What follows belongs to an exercise in optimizing a design on an open flow for small area, a short achievable clock period and few clock cycles per item; a production flow would make more cautious choices.

== job 7925 ==
==> flow/design.v <==
`timescale 1ns / 1ps
module ASCON_SBOX(
input  [63:0] Xark0, Xark1, Xark2, Xark3, Xark4,
output [63:0] Xsb0, Xsb1, Xsb2, Xsb3, Xsb4
);
wire [63:0] a0 = Xark0 ^ Xark4;
wire [63:0] a1 = Xark1;
wire [63:0] a2 = Xark2 ^ Xark1;
wire [63:0] a3 = Xark3;
wire [63:0] a4 = Xark4 ^ Xark3;
wire [63:0] c0 = a0 ^ (~a1 & a2);
wire [63:0] c1 = a1 ^ (~a2 & a3);
wire [63:0] c2 = a2 ^ (~a3 & a4);
wire [63:0] c3 = a3 ^ (~a4 & a0);
wire [63:0] c4 = a4 ^ (~a0 & a1);
assign Xsb0 = c0 ^ c4;
assign Xsb1 = c1 ^ c0;
assign Xsb2 = ~c2;
assign Xsb3 = c3 ^ c2;
assign Xsb4 = c4;
endmodule
`timescale 1ns / 1ps
module ASCON_ROUND_FUNCTION(
input  [63:0] Xi0, Xi1, Xi2, Xi3, Xi4,
input   [3:0] rnd,
output [63:0] Xo0, Xo1, Xo2, Xo3, Xo4
);
wire [63:0] s0, s1, s2, s3, s4;
ASCON_SBOX sbox (
    .Xark0(Xi0), .Xark1(Xi1), .Xark2(Xi2 ^ {56'b0, ~rnd, rnd}), .Xark3(Xi3), .Xark4(Xi4),
    .Xsb0(s0), .Xsb1(s1), .Xsb2(s2), .Xsb3(s3), .Xsb4(s4)
);
assign Xo0 = s0 ^ {s0[18:0], s0[63:19]} ^ {s0[27:0], s0[63:28]};
assign Xo1 = s1 ^ {s1[60:0], s1[63:61]} ^ {s1[38:0], s1[63:39]};
assign Xo2 = s2 ^ {s2[ 0:0], s2[63: 1]} ^ {s2[ 5:0], s2[63: 6]};
assign Xo3 = s3 ^ {s3[ 9:0], s3[63:10]} ^ {s3[16:0], s3[63:17]};
assign Xo4 = s4 ^ {s4[ 6:0], s4[63: 7]} ^ {s4[40:0], s4[63:41]};
endmodule
`timescale 1ns / 1ps
module ascon128_stream #(
    parameter R = 2
)(
input          clk, rst,
input          start, enc,
input  [127:0] key, nonce,
input          in_valid,
output         in_ready,
input   [63:0] in_data,
input    [3:0] in_bytes,
input          in_ad,
output         out_valid,
output  [63:0] out_data,
output         tag_valid,
output [127:0] tag
);
localparam [3:0] LAST = 12 - R;
reg  [63:0] S0, S1, S2, S3, S4;
reg  [63:0] O;
reg        idle_q, rnd_q, init_q, fin_q, wait_q, tag_q, txt_q, enc_q;
reg  [3:0] cnt;
reg        rdy_q;      
reg        take_q;     
reg        ov_q;
reg        pend_q, ad_q, last_q;
reg  [7:0] m_q, pad_q;
wire [63:0] x0 [0:R];
wire [63:0] x1 [0:R];
wire [63:0] x2 [0:R];
wire [63:0] x3 [0:R];
wire [63:0] x4 [0:R];
assign x0[0] = S0;
assign x1[0] = S1;
assign x2[0] = S2;
assign x3[0] = S3;
assign x4[0] = S4;
genvar g;
generate
for (g = 0; g < R; g = g + 1) begin : rounds
    ASCON_ROUND_FUNCTION rf (
        .Xi0(x0[g]), .Xi1(x1[g]), .Xi2(x2[g]), .Xi3(x3[g]), .Xi4(x4[g]),
        .rnd(cnt + g[3:0]),
        .Xo0(x0[g+1]), .Xo1(x1[g+1]), .Xo2(x2[g+1]), .Xo3(x3[g+1]), .Xo4(x4[g+1])
    );
end
endgenerate
wire last_rnd = rnd_q & (cnt == LAST);
wire absorb   = take_q;
wire a_txt    = absorb & !ad_q;
wire a_fin    = a_txt & last_q;
wire a_dec    = a_txt & !enc_q;
wire key_st   = last_rnd & (init_q | fin_q);
wire [63:0] m, pad;
genvar b;
generate
for (b = 0; b < 8; b = b + 1) begin : bytes
    assign m[63-8*b -: 8]   = {8{m_q[b]}};
    assign pad[63-8*b -: 8] = {pad_q[b], 7'b0};
end
endgenerate
wire [63:0] b0 = wait_q ? S0 : x0[R];
wire [63:0] b1 = wait_q ? S1 : x1[R];
wire [63:0] b2 = wait_q ? S2 : x2[R];
wire [63:0] b3 = wait_q ? S3 : x3[R];
wire [63:0] b4 = wait_q ? S4 : x4[R];
wire [63:0] keep = ~(m & {64{a_dec}});
wire [63:0] inj0 = ((in_data & m) ^ pad) & {64{absorb}};
always @(posedge clk) begin
    if (idle_q) begin
        S0 <= 64'h80400c0600000000;
        S1 <= key[127:64];
        S2 <= key[63:0];
        S3 <= nonce[127:64];
        S4 <= nonce[63:0];
    end else begin
        S0 <= (b0 & keep) ^ inj0;
        S1 <= b1 ^ (key[127:64] & {64{a_fin}});
        S2 <= b2 ^ (key[63:0]   & {64{a_fin}});
        S3 <= b3 ^ (key[127:64] & {64{key_st}});
        S4 <= b4 ^ (key[63:0]   & {64{key_st}}) ^ {63'b0, a_txt & !txt_q};
    end
    O <= b0 ^ in_data;
end
reg        idle_d, rnd_d, init_d, fin_d, wait_d, tag_d, txt_d, enc_d;
reg  [3:0] cnt_d;
always @(*) begin
    idle_d = idle_q;
    rnd_d  = rnd_q;
    init_d = init_q;
    fin_d  = fin_q;
    wait_d = wait_q;
    tag_d  = 1'b0;
    txt_d  = txt_q | a_txt;
    enc_d  = enc_q;
    cnt_d  = cnt + R[3:0];
    if (idle_q && start) begin
        idle_d = 1'b0;
        rnd_d  = 1'b1;
        init_d = 1'b1;
        fin_d  = 1'b0;
        txt_d  = 1'b0;
        enc_d  = enc;
        cnt_d  = 4'd0;
    end
    if (tag_q)
        idle_d = 1'b1;
    if (last_rnd) begin
        init_d = 1'b0;
        if (fin_q) begin
            rnd_d = 1'b0;
            tag_d = 1'b1;
        end else if (!absorb) begin
            rnd_d  = 1'b0;
            wait_d = 1'b1;
        end
    end
    if (absorb) begin
        wait_d = 1'b0;
        rnd_d  = 1'b1;
        fin_d  = a_fin;
        cnt_d  = a_fin ? 4'd0 : 4'd6;
    end
end
wire rdy_d  = wait_d | (rnd_d & !fin_d & (cnt_d == LAST));
wire pend_d = in_valid & !(in_valid & take_q);
always @(posedge clk, posedge rst) begin
    if (rst) begin
        idle_q <= 1'b1;
        rnd_q  <= 1'b0;
        init_q <= 1'b0;
        fin_q  <= 1'b0;
        wait_q <= 1'b0;
        tag_q  <= 1'b0;
        txt_q  <= 1'b0;
        enc_q  <= 1'b0;
        cnt    <= 4'd0;
        rdy_q  <= 1'b0;
        take_q <= 1'b0;
        ov_q   <= 1'b0;
        pend_q <= 1'b0;
    end else begin
        idle_q <= idle_d;
        rnd_q  <= rnd_d;
        init_q <= init_d;
        fin_q  <= fin_d;
        wait_q <= wait_d;
        tag_q  <= tag_d;
        txt_q  <= txt_d;
        enc_q  <= enc_d;
        cnt    <= cnt_d;
        rdy_q  <= rdy_d;
        take_q <= rdy_d & pend_d;
        ov_q   <= a_txt;
        pend_q <= pend_d;
    end
end
integer i;
always @(posedge clk) begin
    ad_q   <= in_ad;
    last_q <= !in_bytes[3];
    for (i = 0; i < 8; i = i + 1) begin
        m_q[i]   <= (i < in_bytes);
        pad_q[i] <= (i == in_bytes);
    end
end
assign in_ready  = take_q;
assign out_valid = ov_q;
assign out_data  = O;
assign tag_valid = tag_q;
assign tag       = {S3, S4};
endmodule
clock: 10.0 ns
lec_check: 0
cap_margin: 20
core_margin: 2
core_utilization: 40
setup_slack_margin: 5
slew_margin: 20
run.sh (not shown) runs the stock make flow with config.mk's settings and CLKGATE_MAP_FILE= SYNTH_SCRIPT=/design/flow/synth_recipe.tcl, a recipe that flattens the netlist after the stock synthesis.
Modified inputs, job 6915 compared to job 7925
--- a/flow/design.v
+++ b/flow/design.v
@@ -36,11 +36,11 @@
 assign Xo3 = s3 ^ {s3[ 9:0], s3[63:10]} ^ {s3[16:0], s3[63:17]};
 assign Xo4 = s4 ^ {s4[ 6:0], s4[63: 7]} ^ {s4[40:0], s4[63:41]};
 endmodule
 `timescale 1ns / 1ps
 module ascon128_stream #(
-    parameter R = 2
+    parameter R = 3
 )(
 input          clk, rst,
 input          start, enc,
 input  [127:0] key, nonce,
 input          in_valid,
- Flow for job 6915 halted at global routing, error code GRT-0232.
- From job 7925 to job 6915 the numbers moved as follows: compound-gate portion of the synthesized area fell by 1.4 points; mux contribution to synthesized area fell 1.8 points; number of standard cells after synthesis rose by about 28%.
- Post-cts sizing count was higher in the run labelled job 6915.
- Post-synthesis sequential area ratio was higher in the run labelled job 7925.
- Job 6915 vs job 7925 — die boundary width climbed by more than 10%
- Compared with job 7925, job 6915 shows a placer's final routability congestion estimate that is 0.099 higher.
No run of this note included a check of the RTL's function; only the layout flow was run.

[separate check: timing with driven ports]
The results above use ideal ports. As a check the final layout listed here was re-extracted and re-timed, cells and wires unchanged. Step 1, drivers: a clkbuf_16 drives clk and a buf_2 each remaining input, both assumed. Step 2 also shifts input and output timing later by t, the mid clock arrival at the registers, as if the neighbouring blocks saw the same clock. Slacks: ideal / step 1 / step 2; pairs: ideal / step 1.
run: job 7925
shift t [ns]: 0.776
setup slack, ns: 4.820 / 4.820 / 4.820
hold slack, ns: 0.490 / 0.490 / 0.490
clock arrival spread, ns: 0.056 / 0.057
slew at the worst register clock pin (ns): 0.07 / 0.07
After both steps setup and hold are still met in job 7925. The setup slack of job 7925 moves by 0.000 ns with the drivers and by 0.000 ns with both steps.
